Context: an optimization exercise on an open-source flow, tuned for small area. The choices shown serve that exercise and are no tape-out recipe.
Function was checked by simulation only, so behaviour that the tests miss may differ from the original.
The clock cells of runs 1, 2, 4 and 5 come from the design's own scripts or RTL, not from TritonCTS.
No driver is modelled on the clock port, so clock power and skew are understated where the tree is cut down; a real chip needs a root buffer or a tree.
Power figures rest on the tool's default switching activity, not on a simulated workload.

## flow/flow/run.sh

```bash
#!/bin/bash
# Standard ORFS layout with these changes: the port buffers use the smallest
# buffer, and the clock tree is a few clock buffers placed at the centres of
# the registers they drive (flow/cts.tcl) instead of TritonCTS's H-tree.
# After floorplanning, OpenROAD's restructure re-maps the combinational logic
# for area (flow/restructure.tcl); registers are untouched.
# Before repair_design every cell is set to its smallest drive strength
# (flow/downsize.tcl); repair_design then sizes up what needs it.
set -e
export BUFFER_PORTS_ARGS="-buffer_cell sky130_fd_sc_hd__buf_1"
export PRE_CTS_TCL="$PWD/flow/cts.tcl"
export POST_FLOORPLAN_TCL="$PWD/flow/restructure.tcl"
export PRE_RESIZE_TCL="$PWD/flow/downsize.tcl"
export FLOW_CLK_NBUF=${FLOW_CLK_NBUF:-4}
export FLOW_CLK_BUF=${FLOW_CLK_BUF:-sky130_fd_sc_hd__clkbuf_4}
bash standard.sh > standard.log 2>&1
```

## flow/flow/cts.tcl

```tcl
# Clock tree for a small design: the clock port drives a few clock buffers,
# each placed at the centre of the registers it drives (sinks split along the
# wider side of their bounding box). Replaces TritonCTS's H-tree.
proc my_clock_buffers {} {
  set nbuf $::env(FLOW_CLK_NBUF)
  set cell $::env(FLOW_CLK_BUF)
  set block [ord::get_db_block]
  set dbu [$block getDbUnitsPerMicron]
  foreach src [get_property [lindex [all_clocks] 0] sources] {
    set net [get_nets [get_full_name $src]]
    set sinks {}
    foreach p [get_pins -of_objects $net] {
      if {[get_property $p direction] != "input"} { continue }
      set inst [sta::sta_to_db_inst [get_cells -of_objects $p]]
      set loc [$inst getLocation]
      set m [$inst getMaster]
      set x [expr {[lindex $loc 0] + [$m getWidth] / 2.0}]
      set y [expr {[lindex $loc 1] + [$m getHeight] / 2.0}]
      lappend sinks [list [get_full_name $p] $x $y]
    }
    # recursive bisection: a group meant for n buffers is cut along the wider
    # side of its bounding box in proportion floor(n/2) : ceil(n/2)
    set todo [list [list $nbuf $sinks]]
    set groups {}
    while {[llength $todo] > 0} {
      lassign [lindex $todo 0] n g
      set todo [lrange $todo 1 end]
      if {$n <= 1} { lappend groups $g; continue }
      set xs [lmap s $g {lindex $s 1}]; set ys [lmap s $g {lindex $s 2}]
      set dx [expr {[tcl::mathfunc::max {*}$xs] - [tcl::mathfunc::min {*}$xs]}]
      set dy [expr {[tcl::mathfunc::max {*}$ys] - [tcl::mathfunc::min {*}$ys]}]
      set idx [expr {$dx >= $dy ? 1 : 2}]
      set g [lsort -real -index $idx $g]
      set n1 [expr {$n / 2}]
      set h [expr {([llength $g] * $n1 + $n / 2) / $n}]
      lappend todo [list $n1 [lrange $g 0 [expr {$h - 1}]]] [list [expr {$n - $n1}] [lrange $g $h end]]
    }
    set k 0
    foreach g $groups {
      set sx 0.0; set sy 0.0; set pins {}
      foreach s $g {
        lappend pins [get_pins [lindex $s 0]]
        set sx [expr {$sx + [lindex $s 1]}]; set sy [expr {$sy + [lindex $s 2]}]
      }
      set cx [expr {$sx / [llength $g] / $dbu}]; set cy [expr {$sy / [llength $g] / $dbu}]
      puts "clock buffer $k: [llength $g] sinks at ($cx, $cy)"
      insert_buffer -buffer_cell $cell -net [get_full_name $net] -load_pins $pins \
        -location [list $cx $cy] -buffer_name clkbuf_leaf_$k -net_name clknet_leaf_$k
      incr k
    }
  }
}

proc clock_tree_synthesis {args} {
  puts "clock_tree_synthesis $args replaced by my_clock_buffers"
  my_clock_buffers
}
```

## flow/flow/downsize.tcl

```tcl
# Area recovery before the resizer's repair_design: every standard cell is
# swapped for the smallest drive strength of the same cell (same function and
# pins, name differing only in the _N suffix). The design has several ns of
# slack; repair_design and the later timing repairs size up what needs it.
proc my_downsize {} {
  set dont_use {}
  if {[info exists ::env(DONT_USE_CELLS)]} { set dont_use $::env(DONT_USE_CELLS) }
  set n 0
  set saved 0.0
  foreach inst [get_cells *] {
    set name [get_property $inst ref_name]
    if {![regexp {^(sky130_fd_sc_hd__[a-z0-9]+)_([0-9]+)$} $name -> base drive]} { continue }
    if {[regexp {__(tap|fill|decap|conb|diode)} $name]} { continue }
    set lc [get_lib_cells $name]
    if {$lc == ""} { continue }
    set best $name
    set best_area [get_property $lc area]
    foreach cand [get_lib_cells ${base}_*] {
      set cn [get_name $cand]
      if {![regexp "^${base}_\[0-9\]+\$" $cn]} { continue }
      set skip 0
      foreach d $dont_use { if {[string match $d $cn]} { set skip 1 } }
      if {$skip} { continue }
      set a [get_property $cand area]
      if {$a < $best_area - 1e-6} { set best $cn; set best_area $a }
    }
    if {$best != $name} {
      set saved [expr {$saved + [get_property $lc area] - $best_area}]
      replace_cell [get_full_name $inst] $best
      incr n
    }
  }
  puts "my_downsize: $n cells downsized, [format %.2f $saved] um2 saved"
}
my_downsize
```

## flow/flow/restructure.tcl

```tcl
# Area recovery on the synthesized netlist: OpenROAD's restructure re-maps the
# combinational logic with ABC for area. Registers are not touched.
set rmp_dir $::env(OBJECTS_DIR)/restructure
file mkdir $rmp_dir
log_cmd report_design_area
log_cmd restructure -target area \
  -liberty_file [lindex $::env(LIB_FILES) 0] \
  -tielo_port [join $::env(TIELO_CELL_AND_PORT) /] \
  -tiehi_port [join $::env(TIEHI_CELL_AND_PORT) /] \
  -work_dir $rmp_dir -abc_logfile $rmp_dir/abc.log
log_cmd report_design_area
```

## flow/standard.sh

```bash
#!/bin/bash
# synth_recipe.tcl (not shown) runs the flow's synth.tcl, then flattens the netlist and writes it again
# the make line also repeats each setting of config.mk as NAME=value (left out here)
make -C /OpenROAD-flow-scripts/flow DESIGN_CONFIG=/design/flow/config.mk WORK_HOME=/design/flow/orfs CLKGATE_MAP_FILE= SYNTH_SCRIPT=/design/flow/synth_recipe.tcl "${@:-finish}"
```

## flow/config.mk

```make
export PLATFORM = sky130hd
export DESIGN_NAME = top
export DESIGN_NICKNAME = top
export VERILOG_FILES = /design/flow/design.v
export SDC_FILE = /design/flow/constraint.sdc
export NUM_CORES = 4
export LEC_CHECK = 0
export ABC_AREA = 1
export CAP_MARGIN = 20
export CORE_AREA = 2 2 59 59
export DIE_AREA = 0 0 61 61
export SLEW_MARGIN = 20
```

## flow/constraint.sdc

```tcl
create_clock -name core_clock -period 8.0 [get_ports {i2s_clk}]
set_input_delay 1.6000 -clock core_clock [delete_from_list [all_inputs] [get_ports {i2s_clk}]]
set_output_delay 1.6000 -clock core_clock [all_outputs]
set_load 0.01 [all_outputs]
```

## flow/design.v

```verilog
module i2s_mask (
	input i2s_clk,  
	input i2s_data,     
	input [3:0] addr_x,
	input [3:0] addr_y,
	input rst_n,
	output reg[5:0] row_num,
	output led_clk,
	output led_data,
	output led_lat,
	output led_oe
	);
	reg data_ph;         
	reg [1:0] b;         
	reg [1:0] mlo;       
	reg [3:0] mhi;       
	reg [3:0] c;
	reg [3:0] cw;
	reg [1:0] mwl;       
	reg [3:0] mwh;
	reg [3:0] nx;        
	reg [1:0] ha;        
	reg [3:0] hb;        
	reg led_clk_en;
	assign led_clk = led_clk_en;
	assign led_data = i2s_data;
	assign led_oe = 1'b1;
	assign led_lat = ~data_ph & (mlo == 2'd0) & (b == 2'd1) & ~mhi[3];
	wire blk_end = b[1] & ~b[0];
	wire c_wrap = (c == 4'd15);
	wire cw_wrap = (cw == 4'd15);
	wire row_end = blk_end & c_wrap;
	wire mhi_inc = data_ph & row_end & (mlo == 2'b10);
	wire frame_end = mhi_inc & (mhi == 4'd15);
	wire hdr_end = ~data_ph & blk_end & (mlo == 2'b10);
	wire [3:0] nx_blk = {nx[2:0], nx[3]};
	wire [5:0] row_new = {ha[0], ha[1], hb[2:0], hb[3]};
	wire c_load = ~data_ph | (blk_end & c_wrap);
	wire cw_load = ~data_ph | (blk_end & cw_wrap);
	wire mwh_inc = data_ph & blk_end & cw_wrap & (mwl == 2'b10);
	wire [3:0] c_tog = {4{blk_end}} & {&c[2:0], &c[1:0], c[0], 1'b1};
	wire [3:0] cw_tog = {4{blk_end}} & {&cw[2:0], &cw[1:0], cw[0], 1'b1};
	wire [3:0] mwh_tog = {4{mwh_inc}} & {&mwh[2:0], &mwh[1:0], mwh[0], 1'b1};
	wire [3:0] mhi_tog = {4{mhi_inc}} & {&mhi[2:0], &mhi[1:0], mhi[0], 1'b1};
	wire nx_in = (~data_ph & (mlo == 2'b00)) ? ~i2s_data : nx[3];
	wire mhi_in = (mlo == 2'b01) ? ~i2s_data : mhi[3];
	wire ha_in = (~data_ph & (mlo == 2'b11) & b[1]) ? i2s_data : ha[1];
	wire hb_in = (~data_ph & (mlo == 2'b10)) ? i2s_data : hb[3];
	always @(posedge i2s_clk or negedge rst_n) begin
		if (~rst_n) begin
			data_ph <= 1'b0;
			b <= 2'd0;
			mlo <= 2'd0;
			mhi[2] <= 1'b1;
			led_clk_en <= 1'b0;
			row_num <= 6'd0;
		end else begin
			b <= {b[0], ~b[1]};
			if (hdr_end) data_ph <= 1'b1;
			if (frame_end) data_ph <= 1'b0;
			if (data_ph ? row_end : blk_end) mlo <= {mlo[0], ~mlo[1]};
			mhi[2] <= data_ph ? mhi[2] ^ mhi_tog[2] : mhi[1];
			led_clk_en <= data_ph & cw_wrap & (mwh == 4'd15);
			if (frame_end) row_num <= row_new;
		end
	end
	always @(posedge i2s_clk) begin
		{mhi[3], mhi[1:0]} <= data_ph ? {mhi[3], mhi[1:0]} ^ {mhi_tog[3], mhi_tog[1:0]}
		                              : {mhi[2], mhi[0], mhi_in};
		c <= c_load ? nx_blk : c ^ c_tog;
		cw <= cw_load ? (data_ph ? nx_blk : ~addr_x) : cw ^ cw_tog;
		mwh <= data_ph ? mwh ^ mwh_tog : ~addr_y;
		mwl <= data_ph ? ((blk_end & cw_wrap) ? {mwl[0], ~mwl[1]} : mwl) : 2'b00;
		nx <= {nx[2:0], nx_in};
		ha <= {ha[0], ha_in};
		hb <= {hb[2:0], hb_in};
	end
endmodule
module top(
	input i2s_clk,
	input i2s_data,
	input [3:0] addr_x,
	input [3:0] addr_y,
	input rst_n,
	output [5:0] row_num,
	output led_clk,
	output led_data,
	output led_lat,
	output led_oe
	);
	i2s_mask mask(
		.i2s_data(i2s_data),
		.i2s_clk(i2s_clk),
		.addr_x(addr_x),
		.addr_y(addr_y),
		.rst_n(rst_n),
		.row_num(row_num),
		.led_clk(led_clk),
		.led_data(led_data),
		.led_lat(led_lat),
		.led_oe(led_oe)
		);
endmodule
```

==> summary.txt, run 1 <==
Max Cap Viol: 0
port bufs: 19
worst-margin pin slew: 0.6910 ns
Power Density: 259.1 nW/um^2
clock share of power: 17.0%
syn_nets: 222
CP Cell Sequence: buf_1, buf_1
Hold Path Class: reg -> reg
Sw Share: 27.81%
worst-skew pair later-pin latency: 0.17 ns
Std-Cell Core Area: 3078 um^2
Fin. Hold Viols: 0
power share of the combinational group: 16.7%
top post-synthesis cells by area: dfxtp_1 32%, dfrtp_1 18%, nand2_1 15%, inv_1 4.1%, o21ai_0 3.9%
Vias: 1165
num rows: 20
Nets: 185
die height: 61 um
Worst setup SP type: primary input
final setup vio count: 0
wirelength, routed: 2.780 mm
Synth Flop Type: dfxtp_1
worst-path fanout max: 3
post-synthesis register bit count: 40
fill count: 292
Post-CTS Resized: 0
Max IR drop VDD: 0.0001383 V
commonest non-fill, non-tap cell in the layout: dfxtp_1
leakage power figure: 0.6178 nW
Post-CTS Setup Bufs: 0
Highest Clock Rate: 0.2857 GHz
WL/cell: 12.87 um
Seq pwr share: 66.3%
top cell type's share of synthesized area: 32.46%
Final min period: 3.500 ns
# hold bufs at CTS: 0
count of distinct cell types in the synthesized netlist: 32
top cell type by total area after synthesis: dfxtp_1
most frequent cells in the layout: 27 x dfxtp_1, 26 x clkinv_1, 19 x buf_1
Reg clk slew, reported paths: 0.09 ns
run status: no timing/DRC/antenna violations
# DRC: 0
die width: 61 um
die area: 3721 um^2
Post-synth EDFFs: 0
crit path kind: in -> out
post-synthesis sequential area ratio: 52.07%
critical path endpoint category: primary output
Sw Pwr: 0.1160 mW
CP arrival: 1.90 ns
initial core utilization: 54.11%
Yosys warning count: 1
Global Route Usage Sum: 16.30%
unrepaired setup endpoints after global routing: false
slowest CP cell: buf_1
Top delay family on crit path: buffers and inverters
Antenna diodes: 0
Iter 0 DRT Violations: 45
Slew Limit Fails: 0
slew margin rel.: 53.93%
DR vias/cell: 5.394
DR pass1 iterations: 4
ys async rst share: 32.50%
post-DP HPWL: 2.084 mm
Required @ worst endpoint: 6.40 ns
vias in the first global route: 1053
Synth Area per Inst: 7.968 um^2
Cell Area, Synth: 1665 um^2
Final Cycle Share: 43.75%
Internal: 0.3012 mW
layout cell share with drive strength beyond 1: 2.907%
CP peak stage delay: 0.17 ns
Clock Skews: 0.01374 ns
IO Count: 21
setup TNS: 0 ns
area delta synth->final: -3.306%
Post-DRT Antenna Nets: 0
antenna violations before repair: 0
largest net degree at the start of global routing: 19
routability congestion estimate: 0.7495
grt ovf: 0
final total power: 0.4172 mW
Synth Instances: 209
first-pass GRT wire length: 4.698 mm
CP most frequent cell: buf_1
critical path buffer and inverter count: 2
## layout make-up, without the clock buffers
cell class / count / area (um^2) / share of cell area, %
flip-flops and latches: 40 / 867.1 / 53.85
multi-input cells: 83 / 489.2 / 30.38
repair buffers: 19 / 71.32 / 4.429
inverters: 26 / 97.59 / 6.061
well taps: 44 / 55.05 / 3.419
## final timing paths
kind / from / endpoint / slack, ns / cells past startpoint
max: i2s_data / led_data / 4.50 / 2
min: mask.hb[2] / mask.hb[3] / 0.36 / 0
max reg2reg: mask.data_ph / mask.data_ph / 4.72 / 8
min reg2reg: mask.hb[2] / mask.hb[3] / 0.36 / 0
max in group asynchronous: rst_n / mask.row_num[1] / 6.11 / 1
min in group asynchronous: rst_n / mask.mlo[1] / 1.44 / 1
## routing by layer
layer | track usage, % | routed length [um]
met1 | 22.68 | 1297
met3 | 1.493 | 89
met2 | 28.26 | 1343
met5 | 0 | 0
met4 | 2.484 | 49
## flip-flops by register name (all words and copies together) (netlist names), 4 cells and up
| signal | count |
|---|---|
| mask.hb | 4 |
| mask.cw | 4 |
| mask.nx | 4 |
| mask.row_num | 6 |
| mask.mhi | 4 |
| mask.c | 4 |
| mask.mwh | 4 |
## power by group through the flow
stage	logic [mW]	clock network, mW	registers [mW]
floorplan	0.0712	0	0.268
global placement	0.0649	0	0.278
detailed placement	0.0694	0	0.281
CTS	0.0697	0.0542	0.282
global route	0.0783	0.0834	0.284
finish	0.0696	0.0709	0.277
## synth_stat cells (3+ instances only)
cell and count:
inv_2 4, dfrtp_1 12, nand2_1 66, inv_1 18
nor2_1 16, o21ai_1 6, nand3_1 6, dfxtp_1 27
a21oi_1 8, nand4_1 3, o21ai_0 13
## metrics by stage
| step | worst slack, ns | hold WS [ns] | util [%] | cells | instance area [um^2] |
|---|---|---|---|---|---|
| floorplan | 4.681 | 0.3311 | - | 209 | 1665 |
| global placement | 4.522 | 0.3353 | 51.34 | 212 | 1580 |
| detailed placement | 4.490 | 0.3411 | 51.34 | 212 | 1580 |
| CTS | 4.488 | 0.3411 | 52.32 | 216 | 1610 |
| global route | 4.390 | 0.3664 | 52.32 | 216 | 1610 |
| finish | 4.500 | 0.3556 | 52.32 | 216 | 1610 |
## cells by family (layout without fill, tap and decap cells)
group | Yosys count | after routing | synth area share, %
AO/OA/AOI/OAI | 31 | 51 | 9.842
XOR/XNOR | 4 | 1 | 2.104
adder cells (fa/ha/maj) | 2 | 0 | 1.502
buffers and inverters | 27 | 49 | 6.611
flip-flops | 40 | 40 | 52.07
other | 1 | 2 | 0.2252
AND/OR/NAND/NOR | 104 | 29 | 27.65
==> run 2, diff against run 1 <==
--- a/flow/flow/run.sh
+++ b/flow/flow/run.sh
@@ -3,7 +3,8 @@
 # buffer, and the clock tree is a few clock buffers placed at the centres of
 # the registers they drive (flow/cts.tcl) instead of TritonCTS's H-tree.
 # After floorplanning, OpenROAD's restructure re-maps the combinational logic
-# for area (flow/restructure.tcl); registers are untouched.
+# for area and unused tie cells are deleted (flow/restructure.tcl);
+# registers are untouched.
 # Before repair_design every cell is set to its smallest drive strength
 # (flow/downsize.tcl); repair_design then sizes up what needs it.
 set -e
==> flow/flow/restructure.tcl (replaced) <==
# Area recovery on the synthesized netlist: OpenROAD's restructure re-maps the
# combinational logic with ABC for area. Registers are not
# touched. Tie cells whose output drives nothing are deleted afterwards.
set rmp_dir $::env(OBJECTS_DIR)/restructure
file mkdir $rmp_dir
log_cmd report_design_area
log_cmd restructure -target area \
  -liberty_file [lindex $::env(LIB_FILES) 0] \
  -tielo_port [join $::env(TIELO_CELL_AND_PORT) /] \
  -tiehi_port [join $::env(TIEHI_CELL_AND_PORT) /] \
  -work_dir $rmp_dir -abc_logfile $rmp_dir/abc.log
log_cmd report_design_area
set tie_cell [lindex $::env(TIEHI_CELL_AND_PORT) 0]
foreach inst [[ord::get_db_block] getInsts] {
  if {[[$inst getMaster] getName] != $tie_cell} { continue }
  set used 0
  foreach iterm [$inst getITerms] {
    if {![$iterm isOutputSignal]} { continue }
    set net [$iterm getNet]
    if {$net == "NULL"} { continue }
    if {[llength [$net getITerms]] > 1 || [llength [$net getBTerms]] > 0} { set used 1 }
  }
  if {!$used} {
    puts "deleting unused tie cell [$inst getName]"
    foreach iterm [$inst getITerms] {
      set net [$iterm getNet]
      if {$net != "NULL" && [$iterm isOutputSignal]} {
        $iterm disconnect
        if {[llength [$net getITerms]] == 0 && [llength [$net getBTerms]] == 0} { odb::dbNet_destroy $net }
      }
    }
    odb::dbInst_destroy $inst
  }
}
log_cmd report_design_area
==> summary.txt, run 2 <==
run status: no timing/DRC/antenna violations
DR vias/cell: 5.247
vias in the first global route: 1028
final setup vio count: 0
Max IR drop VDD: 0.0001203 V
Yosys warning count: 1
most frequent cells in the layout: 27 x dfxtp_1, 26 x clkinv_1, 19 x buf_1
initial core utilization: 54.11%
post-synthesis register bit count: 40
final core occ: 52.20%
critical path launch point: i2s_data
max reg flops: 6
Nets: 184
Reg2Reg Setup Slack: 4.86 ns
Reg-to-Reg End: mask.data_ph
Max Cap Viol: 0
die height: 61 um
leakage power figure: 0.6145 nW
final total power: 0.4172 mW
die area: 3721 um^2
Reg2Reg Depth: 8
CP endpoint: led_data
num rows: 20
Fin. Hold Viols: 0
CP most frequent cell: buf_1
wirelength, routed: 2.728 mm
hold_ws: 0.3598 ns
Levels on crit path: 2
syn_nets: 222
Synth Area per Inst: 7.968 um^2
Hold Path Class: reg -> reg
ys async rst share: 32.50%
most common cell in the netlist: nand2_1
setup TNS: 0 ns
CP Cell Sequence: buf_1, buf_1
Top delay family on crit path: buffers and inverters
WL/cell: 12.69 um
critical path endpoint category: primary output
Final min period: 3.488 ns
count of distinct cell types in the synthesized netlist: 32
post-DP HPWL: 2.026 mm
worst-margin pin slew: 0.6750 ns
largest net degree at the start of global routing: 19
Post-synth EDFFs: 0
commonest non-fill, non-tap cell in the layout: dfxtp_1
CP peak stage delay: 0.16 ns
critical path buffer and inverter count: 2
Antenna diodes: 0
IO Count: 21
Required @ worst endpoint: 6.40 ns
Clock Skews: 0.01551 ns
crit path kind: in -> out
area delta synth->final: -3.531%
die width: 61 um
worst-skew pair later-pin latency: 0.17 ns
Iter 0 DRT Violations: 33
port bufs: 19
worst-path fanout max: 3
Synth Flop Type: dfxtp_1
top post-synthesis cells by count: 66 x nand2_1, 27 x dfxtp_1, 18 x inv_1
antenna violations before repair: 0
R2R Path Start: mask.data_ph
Reg clk slew, reported paths: 0.09 ns
CP arrival: 1.89 ns
Post-DRT Antenna Nets: 0
layout cell share with drive strength beyond 1: 2.924%
Global Route Usage Sum: 15.43%
Slew Limit Fails: 0
unrepaired setup endpoints after global routing: false
most flop-heavy register: mask.row_num
top cell type's share of synthesized area: 32.46%
top post-synthesis cells by area: dfxtp_1 32%, dfrtp_1 18%, nand2_1 15%, inv_1 4.1%, o21ai_0 3.9%
first-pass GRT wire length: 4.464 mm
grt ovf: 0
Power Density: 259.7 nW/um^2
Worst setup SP type: primary input
Synth Instances: 209
Post-CTS Setup Bufs: 0
Cell Area, Synth: 1665 um^2
# DRC: 0
slowest CP cell: buf_1
Std-Cell Core Area: 3078 um^2
Post-CTS Resized: 0
post-synthesis sequential area ratio: 52.07%
routability congestion estimate: 0.7775
# hold bufs at CTS: 0
Final Cycle Share: 43.60%
Vias: 1128
Highest Clock Rate: 0.2867 GHz
DR pass1 iterations: 4
slew margin rel.: 55.00%
top cell type by total area after synthesis: dfxtp_1
## run 2: cell counts after synthesis
Identical to the previous run, type by type.
## run 2: cell families after synthesis
kind of cell	count (synthesis)	share of synthesized area, %
compound gates	31	9.842
xor+xnor	4	2.104
fa+ha+maj	2	1.502
buf+inv	27	6.611
flops	40	52.07
other cells	1	0.2252
simple gates	104	27.65
## run 2: report_power, final
group	internal (mW)	switching (mW)
clock	0.0240	0.0477
combinational	0.0347	0.0343
sequential	0.243	0.0340
## run 2: worst register-to-register path, cell delays in order (launching register included)
cell	delay, ns
dfrtp_1	0.70
clkinv_1	0.57
nor4_1	0.58
clkinv_1	0.17
nor3_1	0.26
and2_0	0.22
nand2_1	0.22
clkinv_1	0.20
o22ai_1	0.10
## run 2: how the worst min path moves through the flow
stage	end	from	slack, ns	depth (start not counted)
after CTS	mask.hb[1]	mask.hb[0]	0.34	0
after floorplan	mask.ha[1]	mask.ha[0]	0.33	0
after global placement	mask.hb[3]	mask.hb[2]	0.34	0
after global routing	mask.hb[2]	mask.hb[1]	0.37	0
after detailed placement	mask.ha[1]	mask.ha[0]	0.34	0
final	mask.hb[2]	mask.hb[1]	0.36	0
## run 2: final cells by class, without the clock buffers
type / instances / area [um^2]
sequential: 40 / 867.1
timing repair buffer: 19 / 71.32
fill: 302 / 1471
multi-input combinational: 82 / 485.5
inverter: 26 / 97.59
tap: 44 / 55.05
## run 2: stage by stage
step	instance area, um^2	instances	setup slack [ns]
2_1_floorplan	1665	209	4.681
3_3_place_gp	1577	211	4.524
3_5_place_dp	1577	211	4.506
4_1_cts	1607	215	4.503
5_1_grt	1607	215	4.479
6_report	1607	215	4.512
## run 2: layer usage
layer	vias up	wire (um)	GRT usage, %
met5	-	0	0
met4	0	25	2.484
met3	3	91	1.279
met2	16	1309	25.96
met1	519	1301	22.18
li1	590	-	-
==> run 3, diff against run 2 <==
==> flow/flow/run.sh (replaced) <==
#!/bin/bash
# Standard ORFS layout with these changes:
# - after the standard synthesis, its combinational logic is re-mapped for
#   area with ABC (flow/comb2v.py turns every combinational cell into its
#   liberty function, flow/remap.ys maps them again; registers and tie cells
#   are kept instance for instance);
# - the port buffers use the smallest buffer;
# - the clock tree is a few clock buffers placed at the centres of the
#   registers they drive (flow/cts.tcl) instead of TritonCTS's H-tree;
# - before repair_design every cell is set to its smallest drive strength
#   (flow/downsize.tcl); repair_design then sizes up what needs it.
set -e
export BUFFER_PORTS_ARGS="-buffer_cell sky130_fd_sc_hd__buf_1"
export PRE_CTS_TCL="$PWD/flow/cts.tcl"
export PRE_RESIZE_TCL="$PWD/flow/downsize.tcl"
if [[ "${FLOW_RESTRUCTURE:-1}" == 1 ]]; then
  export POST_FLOORPLAN_TCL="$PWD/flow/restructure.tcl"
fi
export FLOW_CLK_NBUF=${FLOW_CLK_NBUF:-4}
export FLOW_CLK_BUF=${FLOW_CLK_BUF:-sky130_fd_sc_hd__clkbuf_4}

PLATFORM_DIR="$FLOW_HOME/platforms/$FLOW_PLATFORM"
LIB="$PLATFORM_DIR/lib/sky130_fd_sc_hd__tt_025C_1v80.lib"
RESULTS="orfs/results/$FLOW_PLATFORM/top/base"
YOSYS="$FLOW_HOME/../tools/install/yosys/bin/yosys"
DONT_USE=$(sed -n '/DONT_USE_CELLS/,/^$/p' "$PLATFORM_DIR/config.mk" | grep -oE 'sky130_fd_sc_hd__\w+' | sed 's/^/-dont_use /' | tr '\n' ' ')

bash standard.sh synth > standard_synth.log 2>&1
cp "$RESULTS/1_2_yosys.v" synth_netlist.v
python3 flow/comb2v.py "$LIB" synth_netlist.v remap_in.v > comb2v.log 2>&1
sed -e "s|@LIB@|$LIB|g" -e "s|@DONT_USE@|$DONT_USE|" flow/remap.ys.in > remap.ys
"$YOSYS" -l remap_yosys.log -q -s remap.ys > /dev/null 2>&1
cp remap_out.v "$RESULTS/1_2_yosys.v"
touch "$RESULTS/1_2_yosys.v"
bash standard.sh > standard.log 2>&1
==> flow/flow/comb2v.py (new file) <==
# Convert a gate-level sky130 netlist: combinational cells -> assign statements
# (from the liberty 'function'), sequential and tie cells kept as instances.
import re, sys
lib_path, net_in, net_out = sys.argv[1:4]
lib = open(lib_path).read()
funcs = {}   # cell -> {outpin: function}
seq = set()
for m in re.finditer(r'\n\s*cell\s*\(\s*"?(\w+)"?\s*\)\s*\{', lib):
    name = m.group(1)
    start = m.end()
    # find the cell body by brace matching
    depth = 1; i = start
    while depth:
        c = lib[i]
        if c == '{': depth += 1
        elif c == '}': depth -= 1
        i += 1
    body = lib[start:i]
    if re.search(r'\n\s*(ff|latch|statetable)\s*\(', body):
        seq.add(name); continue
    fs = {}
    for pm in re.finditer(r'pin\s*\(\s*"?(\w+)"?\s*\)\s*\{', body):
        pstart = pm.end(); d = 1; j = pstart
        while d:
            c = body[j]
            if c == '{': d += 1
            elif c == '}': d -= 1
            j += 1
        pb = body[pstart:j]
        if re.search(r'direction\s*:\s*"?output', pb):
            fm = re.search(r'function\s*:\s*"([^"]+)"', pb)
            if fm: fs[pm.group(1)] = fm.group(1)
    funcs[name] = fs
src = re.sub(r'\(\*.*?\*\)', '', open(net_in).read())
out = []
inst_re = re.compile(r'(sky130_fd_sc_hd__\w+)\s+(\S+)\s*\((.*?)\);', re.S)
pos = 0
for m in inst_re.finditer(src):
    cell, iname, pins = m.group(1), m.group(2), m.group(3)
    conns = dict((k, v.strip()) for k, v in re.findall(r'\.(\w+)\(([^()]*)\)', pins))
    out.append(src[pos:m.start()])
    pos = m.end()
    if cell in seq or cell not in funcs or not funcs[cell] or cell.endswith('conb_1'):
        out.append(m.group(0))
        continue
    for op, f in funcs[cell].items():
        if op not in conns or conns[op] == '': continue
        expr = f.replace('!', '~')
        expr = re.sub(r'\b([A-Z][A-Z0-9_]*)\b', lambda mm: '(' + conns.get(mm.group(1), "1'b0") + ' )', expr)
        out.append(f'assign {conns[op]} = {expr};\n')
out.append(src[pos:])
open(net_out, 'w').write(''.join(out))
==> flow/flow/remap.abc (new file) <==
&get -n
&st
&deepsyn -I 10 -J 200
&put
dch -f
amap
==> flow/flow/remap.ys.in (new file) <==
# Re-map the combinational logic of the standard synthesis netlist for area
# with ABC (registers and tie cells stay as they are, instance for instance).
read_liberty -lib @LIB@
read_verilog remap_in.v
hierarchy -top top
proc
opt -purge
techmap
opt -purge
abc -liberty @LIB@ @DONT_USE@ -script flow/remap.abc
opt_clean -purge
rename -enumerate -pattern remap_% w:$* c:$*
write_verilog -noattr -noexpr remap_out.v
==> summary.txt, run 3 <==
initial core utilization: 46.63%
syn_nets: 162
Synth Instances: 151
num rows: 20
post-DP HPWL: 1.944 mm
die height: 61 um
routability congestion estimate: 0.7499
IO Count: 21
placed insts: 203
Cell Area, Synth: 1435 um^2
die width: 61 um
# hold bufs at CTS: 0
largest net degree at the start of global routing: 21
Post-CTS Resized: 0
Post-CTS Setup Bufs: 0
Yosys warning count: 1
port bufs: 18
Error: [ERROR RSZ-0074] Failed to build tree from global routes for pin 'i2s_data' and net 'i2s_data' at grid (3450, 51750): found route to 1 pins, expected 2
run status: did not finish
Exit stage: 5_1_grt
Synth Area per Inst: 9.504 um^2
## run 3: stage by stage
stage | instance area [um^2] | worst slack (ns)
2_1_floorplan | 1435 | 4.800
3_3_place_gp | 1550 | 4.132
3_5_place_dp | 1550 | 3.902
4_1_cts | 1580 | 3.909
## run 3: worst max-delay path by stage
stage | endpoint | depth (start not counted)
after detailed placement | mask.row_num[1] | 14
after CTS | mask.row_num[1] | 14
after floorplan | led_data | 0
after global placement | mask.row_num[5] | 14
## run 3: power by group through the flow
stage | registers [mW] | clock network [mW] | logic, mW
after global placement | 0.208 | 0 | 0.00768
after floorplan | 0.353 | 0 | 0.141
after detailed placement | 0.208 | 0 | 0.00810
after CTS | 0.208 | 0.0542 | 0.00813
==> run 4, diff against run 3 <==
--- a/flow/flow/run.sh
+++ b/flow/flow/run.sh
@@ -13,7 +13,7 @@
 export BUFFER_PORTS_ARGS="-buffer_cell sky130_fd_sc_hd__buf_1"
 export PRE_CTS_TCL="$PWD/flow/cts.tcl"
 export PRE_RESIZE_TCL="$PWD/flow/downsize.tcl"
-if [[ "${FLOW_RESTRUCTURE:-1}" == 1 ]]; then
+if [[ "${FLOW_RESTRUCTURE:-0}" == 1 ]]; then
   export POST_FLOORPLAN_TCL="$PWD/flow/restructure.tcl"
 fi
 export FLOW_CLK_NBUF=${FLOW_CLK_NBUF:-4}
==> summary.txt, run 4 <==
routability congestion estimate: 0.8491
Vias: 1104
area delta synth->final: 10.90%
Highest Clock Rate: 0.2573 GHz
Global Route Usage Sum: 15.56%
most flop-heavy register: mask.row_num
leakage power figure: 0.5866 nW
syn_nets: 162
Clock Skews: 0.008522 ns
Worst setup SP type: flop
post-DP HPWL: 2.053 mm
wirelength, routed: 2.728 mm
die height: 61 um
grt ovf: 0
Final min period: 3.887 ns
Power Density: 393.1 nW/um^2
Internal: 0.4017 mW
vias in the first global route: 1009
Sw Share: 35.80%
Hold Path Class: reg -> reg
# DRC: 0
Post-CTS Setup Bufs: 0
first-pass GRT wire length: 4.498 mm
# hold bufs at CTS: 0
initial core utilization: 46.63%
critical path endpoint category: flop
final core occ: 51.71%
port bufs: 19
Max Cap Viol: 0
Cell Area, Synth: 1435 um^2
Top delay family on crit path: buffers and inverters
grt peak-use layer: met2
crit path kind: reg -> reg
die area: 3721 um^2
worst-path fanout max: 17
Final Cycle Share: 48.59%
die width: 61 um
commonest non-fill, non-tap cell in the layout: dfxtp_1
DR pass1 iterations: 4
layout cell share with drive strength beyond 1: 2.874%
met1 Use GR: 23.07%
Required @ worst endpoint: 8.05 ns
DR vias/cell: 5.064
Antenna diodes: 0
met3 Track Usage GR: 1.919%
Synth Instances: 151
Synth Area per Inst: 9.504 um^2
run status: no timing/DRC/antenna violations
Yosys warning count: 1
largest net degree at the start of global routing: 18
Reg clk slew, reported paths: 0.10 ns
CP most frequent cell: clkinv_1
WL/cell: 12.51 um
met2 usage: 25.35%
Slew Limit Fails: 0
num rows: 20
IO Count: 21
slowest CP cell: dfrtp_1
slew margin rel.: 52.14%
CP arrival: 3.94 ns
FF/Latch Area: 867.1 um^2
Post-DRT Antenna Nets: 0
power share of the combinational group: 31.2%
worst-skew pair later-pin latency: 0.16 ns
Std-Cell Core Area: 3078 um^2
unrepaired setup endpoints after global routing: false
Iter 0 DRT Violations: 51
antenna violations before repair: 0
Nets: 187
final setup vio count: 0
Max IR drop VDD: 0.0002072 V
Post-CTS Resized: 0
Sw Pwr: 0.2239 mW
Seq pwr share: 57.5%
area of the multi-input gates: 489.2 um^2
worst-margin pin slew: 0.7179 ns
fill count: 298
clock share of power: 11.3%
critical path buffer and inverter count: 5
setup TNS: 0 ns
most frequent cells in the layout: 27 x dfxtp_1, 22 x nor2_1, 21 x clkinv_1
Fin. Hold Viols: 0
CP Cell Sequence: clkinv_1, a21oi_1, clkinv_1, o21ai_0, clkinv_1, o21ai_0, nor2_1, clkinv_1, nor4_1, o21ai_0, nand2_1, and2_0, nand2_1, clkinv_1, o22a_1
max reg flops: 6
CP peak stage delay: 0.65 ns
## run 4: cell type report, without the clock buffers
cell class | instances | area share [%]
inverter | 21 | 4.953
multi-input combinational | 90 | 30.74
sequential | 40 | 54.48
tap | 44 | 3.459
timing repair buffer | 19 | 4.481
## run 4: per-layer routing
layer  vias to the layer above  part of all wire [%]
met5                         -                     0
met4                         0                   1.4
met3                         4                   3.7
met2                        18                    47
met1                       508                    48
li1                        574                     -
## run 4: power groups by stage
stage | Sequential, mW | Clock [mW] | Combinational (mW)
CTS | 0.365 | 0.0542 | 0.196
detailed placement | 0.364 | 0 | 0.195
floorplan | 0.353 | 0 | 0.141
global route | 0.373 | 0.0817 | 0.223
global placement | 0.363 | 0 | 0.191
finish | 0.359 | 0.0709 | 0.195
## run 4: path summary, 6_finish.rpt
kind                               from               to  slack [ns]  depth (start not counted)
min in group asynchronous         rst_n        mask.b[0]        1.45                          1
min reg2reg                  mask.nx[0]       mask.nx[1]        0.36                          0
max                        mask.data_ph  mask.row_num[3]        4.11                         15
max in group asynchronous         rst_n        mask.b[1]        6.09                          1
min                          mask.nx[0]       mask.nx[1]        0.36                          0
max reg2reg                mask.data_ph  mask.row_num[3]        4.11                         15
## run 4: metrics by stage
stage	cell area, um^2	total power, mW	worst slack, ns	hold slack [ns]	std cells
6_report	1592	0.6256	4.113	0.3611	218
5_1_grt	1592	0.6772	3.662	0.3639	218
3_5_place_dp	1562	0.5591	4.223	0.3458	214
2_1_floorplan	1435	0.4938	4.800	0.3316	151
3_3_place_gp	1562	0.5537	4.449	0.3509	214
4_1_cts	1592	0.6155	4.203	0.3458	218
==> run 5, diff against run 4 <==
--- a/flow/flow/run.sh
+++ b/flow/flow/run.sh
@@ -2,8 +2,8 @@
 # Standard ORFS layout with these changes:
 # - after the standard synthesis, its combinational logic is re-mapped for
 #   area with ABC (flow/comb2v.py turns every combinational cell into its
-#   liberty function, flow/remap.ys maps them again; registers and tie cells
-#   are kept instance for instance);
+#   liberty function, flow/remap.ys.in maps them again; registers, tie cells
+#   and the buffers that drive ports are kept instance for instance);
 # - the port buffers use the smallest buffer;
 # - the clock tree is a few clock buffers placed at the centres of the
 #   registers they drive (flow/cts.tcl) instead of TritonCTS's H-tree;
@@ -13,9 +13,6 @@
 export BUFFER_PORTS_ARGS="-buffer_cell sky130_fd_sc_hd__buf_1"
 export PRE_CTS_TCL="$PWD/flow/cts.tcl"
 export PRE_RESIZE_TCL="$PWD/flow/downsize.tcl"
-if [[ "${FLOW_RESTRUCTURE:-0}" == 1 ]]; then
-  export POST_FLOORPLAN_TCL="$PWD/flow/restructure.tcl"
-fi
 export FLOW_CLK_NBUF=${FLOW_CLK_NBUF:-4}
 export FLOW_CLK_BUF=${FLOW_CLK_BUF:-sky130_fd_sc_hd__clkbuf_4}
 
--- a/flow/flow/comb2v.py
+++ b/flow/flow/comb2v.py
@@ -1,5 +1,6 @@
 # Convert a gate-level sky130 netlist: combinational cells -> assign statements
-# (from the liberty 'function'), sequential and tie cells kept as instances.
+# (from the liberty 'function'); sequential cells, tie cells and buffers that
+# drive a port are kept as instances.
 import re, sys
 lib_path, net_in, net_out = sys.argv[1:4]
 lib = open(lib_path).read()
@@ -32,6 +33,10 @@
             if fm: fs[pm.group(1)] = fm.group(1)
     funcs[name] = fs
 src = re.sub(r'\(\*.*?\*\)', '', open(net_in).read())
+ports = set()
+for pm in re.finditer(r'\b(?:input|output)\s+(?:\[[^\]]*\]\s*)?([^;]+);', src):
+    for nm in pm.group(1).split(','):
+        ports.add(nm.strip())
 out = []
 inst_re = re.compile(r'(sky130_fd_sc_hd__\w+)\s+(\S+)\s*\((.*?)\);', re.S)
 pos = 0
@@ -40,7 +45,8 @@
     conns = dict((k, v.strip()) for k, v in re.findall(r'\.(\w+)\(([^()]*)\)', pins))
     out.append(src[pos:m.start()])
     pos = m.end()
-    if cell in seq or cell not in funcs or not funcs[cell] or cell.endswith('conb_1'):
+    port_buf = re.search(r'__(buf|clkbuf)_\d+$', cell) and re.sub(r'\[\d+\]$', '', conns.get('X', '')) in ports
+    if cell in seq or cell not in funcs or not funcs[cell] or cell.endswith('conb_1') or port_buf:
         out.append(m.group(0))
         continue
     for op, f in funcs[cell].items():
--- a/flow/flow/remap.ys.in
+++ b/flow/flow/remap.ys.in
@@ -1,5 +1,5 @@
 # Re-map the combinational logic of the standard synthesis netlist for area
-# with ABC (registers and tie cells stay as they are, instance for instance).
+# with ABC (registers, tie cells and port buffers stay as they are).
 read_liberty -lib @LIB@
 read_verilog remap_in.v
 hierarchy -top top
removed: flow/flow/restructure.tcl
==> summary.txt, run 5 <==
commonest non-fill, non-tap cell in the layout: dfxtp_1
highest routed layer: met4
vias in the first global route: 1045
Sw Share: 36.02%
worst-skew pair later-pin latency: 0.17 ns
first-pass GRT wire length: 4.705 mm
final setup vio count: 0
worst hold start: mask.hb[2]
slew margin rel.: 52.14%
Global Route Usage Sum: 16.03%
Std-Cell Core Area: 3078 um^2
final worst slack: 4.188 ns
Reg2Reg Setup Slack: 4.19 ns
Max IR drop VDD: 0.0002055 V
Antenna diodes: 0
critical path endpoint category: flop
Hold Path Cell Cnt: 0
Reg clk slew, reported paths: 0.10 ns
Slew Limit Fails: 0
leakage power figure: 0.5938 nW
post-DP HPWL: 2.015 mm
CP arrival: 3.86 ns
Hold Path Class: reg -> reg
Final Cycle Share: 47.65%
WHS Endpoint: mask.hb[3]
Required @ worst endpoint: 8.05 ns
Clock Skews: 0.01819 ns
Nets: 190
Place WS: 4.189 ns
CP Cell Sequence: clkinv_1, a21oi_1, clkinv_1, o21ai_0, clkinv_1, o21ai_0, nor2_1, clkinv_1, nor4_1, o21ai_0, nand2_1, and2_0, nand2_1, clkinv_1, o22a_1
syn_nets: 167
Reg-to-Reg End: mask.row_num[4]
slowest CP cell: dfrtp_1
Worst setup SP type: flop
port bufs: 19
routability congestion estimate: 0.8152
unrepaired setup endpoints after global routing: false
Final min period: 3.812 ns
FF/Latch Area: 867.1 um^2
layout cell share with drive strength beyond 1: 2.825%
Power Density: 393.5 nW/um^2
Max Cap Viol: 0
Internal: 0.4051 mW
num rows: 20
max reg flops: 6
Synth Instances: 156
DR vias/cell: 5.063
largest net degree at the start of global routing: 20
power share of the combinational group: 32.5%
CP most frequent cell: clkinv_1
clock share of power: 11.3%
Post-CTS Resized: 0
Synth Area per Inst: 9.408 um^2
Reg2Reg Depth: 15
IO Count: 21
fill count: 307
run status: no timing/DRC/antenna violations
Iter 0 DRT Violations: 79
die width: 61 um
Cell Area, Synth: 1468 um^2
Sw Pwr: 0.2281 mW
# hold bufs at CTS: 0
setup TNS: 0 ns
met3 wire length: 129 um
Seq pwr share: 56.2%
grt ovf: 0
DR pass1 iterations: 4
WL/cell: 12.19 um
routed length on met1: 1.264 mm
final total power: 0.6332 mW
most frequent cells in the layout: 27 x dfxtp_1, 26 x nor2_1, 22 x clkinv_1
# DRC: 0
worst-path fanout max: 19
worst-margin pin slew: 0.7179 ns
met2 wire len: 1.293 mm
R2R Path Start: mask.data_ph
most flop-heavy register: mask.row_num
die area: 3721 um^2
initial core utilization: 47.68%
Fin. Hold Viols: 0
area of the multi-input gates: 503.0 um^2
wirelength, routed: 2.693 mm
hold_ws: 0.3568 ns
Post-CTS Setup Bufs: 0
Vias: 1119
antenna violations before repair: 0
Highest Clock Rate: 0.2623 GHz
Post-DRT Antenna Nets: 0
die height: 61 um
CP peak stage delay: 0.63 ns
Yosys warning count: 1
crit path kind: reg -> reg
area delta synth->final: 9.633%
## run 5: area by class of cell, without the clock buffers
type | count | share of cell area (%)
tap | 44 | 3.421
sequential | 40 | 53.89
multi-input combinational | 92 | 31.26
timing repair buffer | 19 | 4.432
inverter | 22 | 5.132
## run 5: worst max path at each step
stage | from | end | slack, ns | cells after the start
floorplan | i2s_data | led_data | 4.68 | 1
global placement | mask.data_ph | mask.row_num[0] | 4.47 | 15
detailed placement | mask.data_ph | mask.row_num[4] | 4.19 | 15
CTS | mask.data_ph | mask.row_num[4] | 4.19 | 15
global route | mask.data_ph | mask.row_num[4] | 3.67 | 15
finish | mask.data_ph | mask.row_num[4] | 4.19 | 15
## run 5: power groups by stage
stage | sequential (mW) | clock [mW] | combinational [mW]
after floorplan | 0.351 | 0 | 0.152
after global placement | 0.360 | 0 | 0.204
after detailed placement | 0.360 | 0 | 0.207
after CTS | 0.362 | 0.0542 | 0.208
after global routing | 0.367 | 0.0801 | 0.239
final | 0.356 | 0.0714 | 0.206
## run 5: critical path: cells and delay by family (launching register included)
kind | cells | cell delay, ns
simple gates | 5 | 0.72
flops | 1 | 0.63
compound gates | 5 | 1.18
buf+inv | 5 | 1.17
## run 5: metrics by stage
step	area (um^2)	instances	utilization, %
CTS	1609	221	52.28
finish	1609	221	52.28
floorplan	1468	156	-
detailed placement	1579	217	51.30
global route	1609	221	52.28
global placement	1579	217	51.30
## run 5: layer usage
metal / vias up / GRT usage (%)
li1: 580 / -
met1: 515 / 23.24
met2: 22 / 26.73
met3: 2 / 2.132
met4: 0 / 1.553
met5: - / 0

## afterwards: timing with drivers on the ports
The results above use ideal ports. As a check the final layouts listed here were re-extracted and re-timed, cells and wires unchanged.
Step 1 assumes that a clkbuf_16 drives the clock port and a buf_2 every other input.
Step 2 moves the port delays by t, midway between the first and last clock arrival at a register: inputs arrive t later, outputs are due t later. That takes back most of the time a late clock gives input paths.
Slacks: ideal / step 1 / step 2; pairs: ideal / step 1.
run | t (ns) | setup slack, ns | worst setup path at the end | latest minus earliest clock arrival (ns) | worst slew at a driven data input, ns
run 1 | 0.204 | 4.500 / 4.479 / 4.479 | input to output | 0.014 / 0.014 | 0.03
run 2 | 0.206 | 4.512 / 4.491 / 4.491 | input to output | 0.015 / 0.015 | 0.03
run 4 | 0.203 | 4.113 / 4.113 / 4.113 | register to register | 0.009 / 0.009 | 0.03
run 5 | 0.203 | 4.188 / 4.188 / 4.188 | register to register | 0.018 / 0.019 | 0.03
After both steps setup and hold are still met in every run listed.
